This design comes from an exercise in tuning for small area on the open sky130 flow, not from production work.
Only simulation tests tie the RTL to the original design; equivalence was not proved.
The clock input has no modelled driver; a real chip could not lean on it and would need a root buffer or a full tree.
Power is estimated from default activity; no workload was simulated.

## lcd16x2_ctrl
module lcd16x2_ctrl #(
    parameter integer CLK_PERIOD_NS = 20   
)(
    input  logic        clk,
    input  logic        rst,
    output logic        lcd_e,
    output logic        lcd_rs,
    output logic        lcd_rw,
    output logic [7:4]  lcd_db,
    input  logic [127:0] line1_buffer,   
    input  logic [127:0] line2_buffer
);
    localparam logic [16:0] INV = 17'h15555;
    logic [16:0] r;
    wire  [16:0] s = r ^ INV;
    localparam logic [7:0] QINV = 8'h00;
    logic [7:0]  q;
    logic        bus, lo, line, wr;
    logic [3:0]  ptr;
    assign {bus, lo, line, wr, ptr} = q ^ QINV;
    wire is_pre  = ~wr & ~ptr[3] & ptr[2] & ptr[1];
    wire is_cfg5 = ~wr & ptr[2] & ~ptr[1] &  ptr[0];
    wire is_cfg4 = ~wr & ptr[2] & ~ptr[1] & ~ptr[0];
    wire is_cfg0 = ~wr & ~ptr[2] & ~ptr[1] & ~ptr[0];
    wire d_21      = (s[2] & s[15]);
    wire d_52      = (s[0] & s[5] & s[11]);
    wire d_2002    = (~s[1] & ~s[2] & s[5] & ~s[6] & s[7] & s[12] & ~s[14] & s[15]);
    wire d_102501  = (s[0] & ~s[1] & ~s[2] & ~s[3] & s[4] & s[5] & s[7] & s[8] & s[10] & s[11] & s[12] & s[13] & ~s[14] & s[15] & ~s[16]);
    wire d_2004    = (~s[4] & ~s[5] & s[7] & s[9] & ~s[10] & s[11] & s[13] & ~s[15]);
    wire d_5004    = (s[2] & ~s[4] & ~s[5] & s[7] & s[9] & ~s[10] & s[11] & s[13] & s[14]);
    wire d_82004   = (s[0] & ~s[1] & ~s[2] & s[3] & s[4] & ~s[6] & s[7] & s[9] & ~s[10] & ~s[11] & ~s[12] & s[13] & s[14] & ~s[15]);
    wire d_2       = (s[0]);
    logic term;
    always_comb begin
        if (bus)            term = d_21;                   
        else if (!lo) begin                                
            if (is_cfg5)      term = d_102501;    
            else if (is_cfg4) term = d_2002;
            else              term = d_52;
        end else begin                                     
            if (is_pre)       term = d_2;
            else if (is_cfg5) term = d_5004;
            else if (is_cfg0) term = d_82004;
            else              term = d_2004;
        end
    end
    wire half = ~bus & ~lo & is_cfg5 & ~line;
    wire ld  = rst | term;
    wire adv = term & ~bus & lo;           
    wire sel = ~wr & ptr[3];               
  ...
For scale: about 270 I/O pins, roughly 2300 sq um of cells after synthesis.
==> module lcd16x2_ctrl_nib, before the edit <==
module lcd16x2_ctrl_nib (
    input  logic [127:0] line1_buffer,
    input  logic [127:0] line2_buffer,
    input  logic         line,
    input  logic [3:0]   ptr,
    input  logic         sel_lo_n,
    input  logic         sel_hi_n,
    input  logic [3:0]   cmd_n,
    output logic [3:0]   db
);
    logic [3:0]  pa;      
    logic [7:0]  pbn;     
    logic [7:0]  ga, gb;  
    always_comb for (int i = 0; i < 4; i++) pa[i] = ({line, ptr[3]} == i[1:0]);
    always_comb for (int i = 0; i < 8; i++) pbn[i] = ~(ptr[2:0] == i[2:0]);
    always_comb for (int b = 0; b < 8; b++) begin
        logic [3:0] r;    
        for (int g = 0; g < 4; g++) begin
            logic [3:0] p;
            for (int t = 0; t < 4; t++)
                p[t] = ~(((g < 2 ? line1_buffer[8*(8*(g%2)+2*t)+b]   : line2_buffer[8*(8*(g%2)+2*t)+b])   | pbn[2*t]) &
                         ((g < 2 ? line1_buffer[8*(8*(g%2)+2*t+1)+b] : line2_buffer[8*(8*(g%2)+2*t+1)+b]) | pbn[2*t+1]));
            r[g] = ~(p[0] | p[1] | p[2] | p[3]);
        end
        ga[b] = ~((pa[0] & r[0]) | (pa[1] & r[1]));
        gb[b] = ~((pa[2] & r[2]) | (pa[3] & r[3]));
    end
    always_comb for (int j = 0; j < 4; j++)
        db[j] = ~(((ga[j] | sel_lo_n) & (gb[j] | sel_lo_n)) & ((ga[j+4] | sel_hi_n) & (gb[j+4] | sel_hi_n)) & cmd_n[j]);
endmodule
Settings: LEC_CHECK=0, CAP_MARGIN=20, CORE_MARGIN=2, CORE_UTILIZATION=40, SLEW_MARGIN=20, BUFFER_PORTS_ARGS=-buffer_cell sky130_fd_sc_hd__buf_1, CTS_ARGS=-sink_clustering_enable -repair_clock_nets -dont_use_dummy_load, POST_CTS_TCL=/design/flow/flow/single_clkbuf.tcl; clock period 20.0 ns.
standard.sh (not shown) runs the stock make flow with config.mk's settings and CLKGATE_MAP_FILE= SYNTH_SCRIPT=/design/flow/synth_recipe.tcl, a recipe that flattens the netlist after the stock synthesis.
==> flow/flow/run.sh <==
#!/bin/bash
# Layout flow: the standard ORFS flow (standard.sh) with these changes:
#  - synthesis (own_synth.tcl) is the standard flow's synthesis script with the character
#    mux module (lcd16x2_ctrl_nib) kept apart until mapping. ABC maps that
#    module with abc_nib.script, which keeps its gate structure, and the top
#    module with each abc_ctl*.script in turn, keeping the smallest result.
#    The design is then flattened and renamed as synth_recipe.tcl does.
#    Yosys's adder mapping (ADDER_MAP_FILE) is off, so ABC maps the counters
#    too, and the buffer on the constant output lcd_rw is a buf_1;
#  - the port buffers are the smallest buffer cell (buf_1);
#  - clock tree: CTS with the arguments in cts_args.txt, then replaced by one
#    clkbuf_16 that drives every register (single_clkbuf.tcl, the POST_CTS_TCL
#    hook).
# The standard synthesis is also run (in orfs_std/) and its registers are
# compared with ours: same instance names and cell types, or the flow stops.
# Each tool's output goes to its own log here: std_synth.log, own_synth.log,
# standard.log (and ORFS's per-step logs under orfs/logs/).
set -euo pipefail
W=$(pwd)
F=$W/flow
R=orfs/results/$FLOW_PLATFORM/lcd16x2_ctrl/base
echo 'export BUFFER_PORTS_ARGS = -buffer_cell sky130_fd_sc_hd__buf_1' >> config.mk
if [[ -f $F/cts_args.txt ]]; then echo "export CTS_ARGS = $(cat $F/cts_args.txt)" >> config.mk; fi
if [[ -f $F/single_clkbuf.tcl ]]; then echo "export POST_CTS_TCL = $F/single_clkbuf.tcl" >> config.mk; fi

mk=$(grep '^make ' standard.sh)
own=$(echo "$mk" | sed -e "s#SYNTH_SCRIPT=[^ ]*#SYNTH_SCRIPT=$F/own_synth.tcl SYNTH_HIERARCHICAL=1 ADDER_MAP_FILE= MIN_BUF_CELL_AND_PORTS='sky130_fd_sc_hd__buf_1 A X'#" -e 's#"${@:-finish}"#synth#')
std=$(echo "$mk" | sed -e "s#WORK_HOME=[^ ]*#WORK_HOME=$W/orfs_std#" -e 's#"${@:-finish}"#synth#')

# standard synthesis, for its register list
eval "$std" > std_synth.log 2>&1
# own synthesis, into the work folder the rest of the flow uses
export OWN_ABC_DIR=$F
eval "$own" > own_synth.log 2>&1

regs() { grep -oE '^ *sky130_fd_sc_hd__(df|edf|sdf|dl)[a-z0-9_]+ +[^ ]+' "$1" | awk '{print $1, $2}' | sort; }
regs orfs_std/results/$FLOW_PLATFORM/lcd16x2_ctrl/base/1_2_yosys.v > regs_std.txt
regs $R/1_2_yosys.v > regs_own.txt
if ! cmp -s regs_std.txt regs_own.txt; then
  echo "register mismatch between standard and own synthesis" >&2
  diff regs_std.txt regs_own.txt >&2 || true
  exit 1
fi
echo "registers match: $(wc -l < regs_own.txt)"

bash standard.sh > standard.log 2>&1
Other scripts of this flow, unchanged in this note and not shown: flow/flow/abc_ctl1.script, flow/flow/abc_ctl2.script, flow/flow/abc_ctl3.script, flow/flow/abc_ctl4.script, flow/flow/abc_ctl5.script, flow/flow/abc_ctl6.script, flow/flow/abc_ctl7.script, flow/flow/abc_ctl8.script, flow/flow/abc_ctl9.script, flow/flow/abc_ctla.script, flow/flow/abc_ctlb.script, flow/flow/abc_nib.script, flow/flow/cts_args.txt, flow/flow/own_synth.tcl, flow/flow/single_clkbuf.tcl
Change:
--- a/flow/design.v
+++ b/flow/design.v
@@ -97,24 +97,23 @@
     input  logic         sel_hi_n,
     input  logic [3:0]   cmd_n,
     output logic [3:0]   db
 );
-    logic [3:0]  pa;      
-    logic [7:0]  pbn;     
-    logic [7:0]  ga, gb;  
+    logic [3:0]  pa;
+    logic [7:0]  pb;
+    logic [31:0] seln;
+    logic [7:0]  nb;     
     always_comb for (int i = 0; i < 4; i++) pa[i] = ({line, ptr[3]} == i[1:0]);
-    always_comb for (int i = 0; i < 8; i++) pbn[i] = ~(ptr[2:0] == i[2:0]);
+    always_comb for (int i = 0; i < 8; i++) pb[i] = (ptr[2:0] == i[2:0]);
+    always_comb for (int i = 0; i < 4; i++) for (int j = 0; j < 8; j++) seln[8*i+j] = ~(pa[i] & pb[j]);
     always_comb for (int b = 0; b < 8; b++) begin
-        logic [3:0] r;    
-        for (int g = 0; g < 4; g++) begin
-            logic [3:0] p;
-            for (int t = 0; t < 4; t++)
-                p[t] = ~(((g < 2 ? line1_buffer[8*(8*(g%2)+2*t)+b]   : line2_buffer[8*(8*(g%2)+2*t)+b])   | pbn[2*t]) &
-                         ((g < 2 ? line1_buffer[8*(8*(g%2)+2*t+1)+b] : line2_buffer[8*(8*(g%2)+2*t+1)+b]) | pbn[2*t+1]));
-            r[g] = ~(p[0] | p[1] | p[2] | p[3]);
-        end
-        ga[b] = ~((pa[0] & r[0]) | (pa[1] & r[1]));
-        gb[b] = ~((pa[2] & r[2]) | (pa[3] & r[3]));
+        logic [15:0] p;
+        logic [3:0]  q;
+        for (int t = 0; t < 16; t++)
+            p[t] = ~(((t < 8 ? line1_buffer[8*(2*t)+b]   : line2_buffer[8*(2*t-16)+b])   | seln[2*t]) &
+                     ((t < 8 ? line1_buffer[8*(2*t+1)+b] : line2_buffer[8*(2*t+1-16)+b]) | seln[2*t+1]));
+        for (int u = 0; u < 4; u++) q[u] = ~(p[4*u] | p[4*u+1] | p[4*u+2] | p[4*u+3]);
+        nb[b] = ~(q[0] & q[1] & q[2] & q[3]);
     end
     always_comb for (int j = 0; j < 4; j++)
-        db[j] = ~(((ga[j] | sel_lo_n) & (gb[j] | sel_lo_n)) & ((ga[j+4] | sel_hi_n) & (gb[j+4] | sel_hi_n)) & cmd_n[j]);
+        db[j] = ~((nb[j] | sel_lo_n) & (nb[j+4] | sel_hi_n) & cmd_n[j]);
 endmodule
The changed run produced a clean layout.
Critical path depth shrinks by 2.
Hold slack is worse by 0.0064 ns.
Die area grows by 0.61%.
Sequential share of layout area grows by 0.16 points.
Cell area shrinks by 1.1%.
Global-route usage grows by 0.35 points.
Routed wire length grows by 1.2%.
Total power shrinks by 30%.
Setup slack is worse by 0.057 ns.
In every run of this note, the design's own scripts or RTL, not TritonCTS, make the clock network.

[re-timing with driven ports]
How much do the figures lean on ideal ports? The routed layouts below were timed once more, with nothing changed but the port constraints. Step 1: set_driving_cell puts a clkbuf_16 on clk and a buf_2 on each other input, an assumption about the parent block. Step 2 also shifts input and output timing later by t, the mid clock arrival at the registers, as if the neighbouring blocks saw the same clock. Three values: ideal, step 1, step 2; two values: the first two.
run	t (ns)	slack for setup (ns)	worst data-port slew with drivers (ns)	cell pins on the clock port's net
the first run	0.197	10.664 / 10.638 / 10.638	0.05	1
the second run	0.190	10.607 / 10.567 / 10.567	0.09	1
After both steps setup and hold are still met in every run listed. For the second run, which loses most, drivers alone change the setup slack by -0.040 ns; drivers and shift together by -0.040 ns.
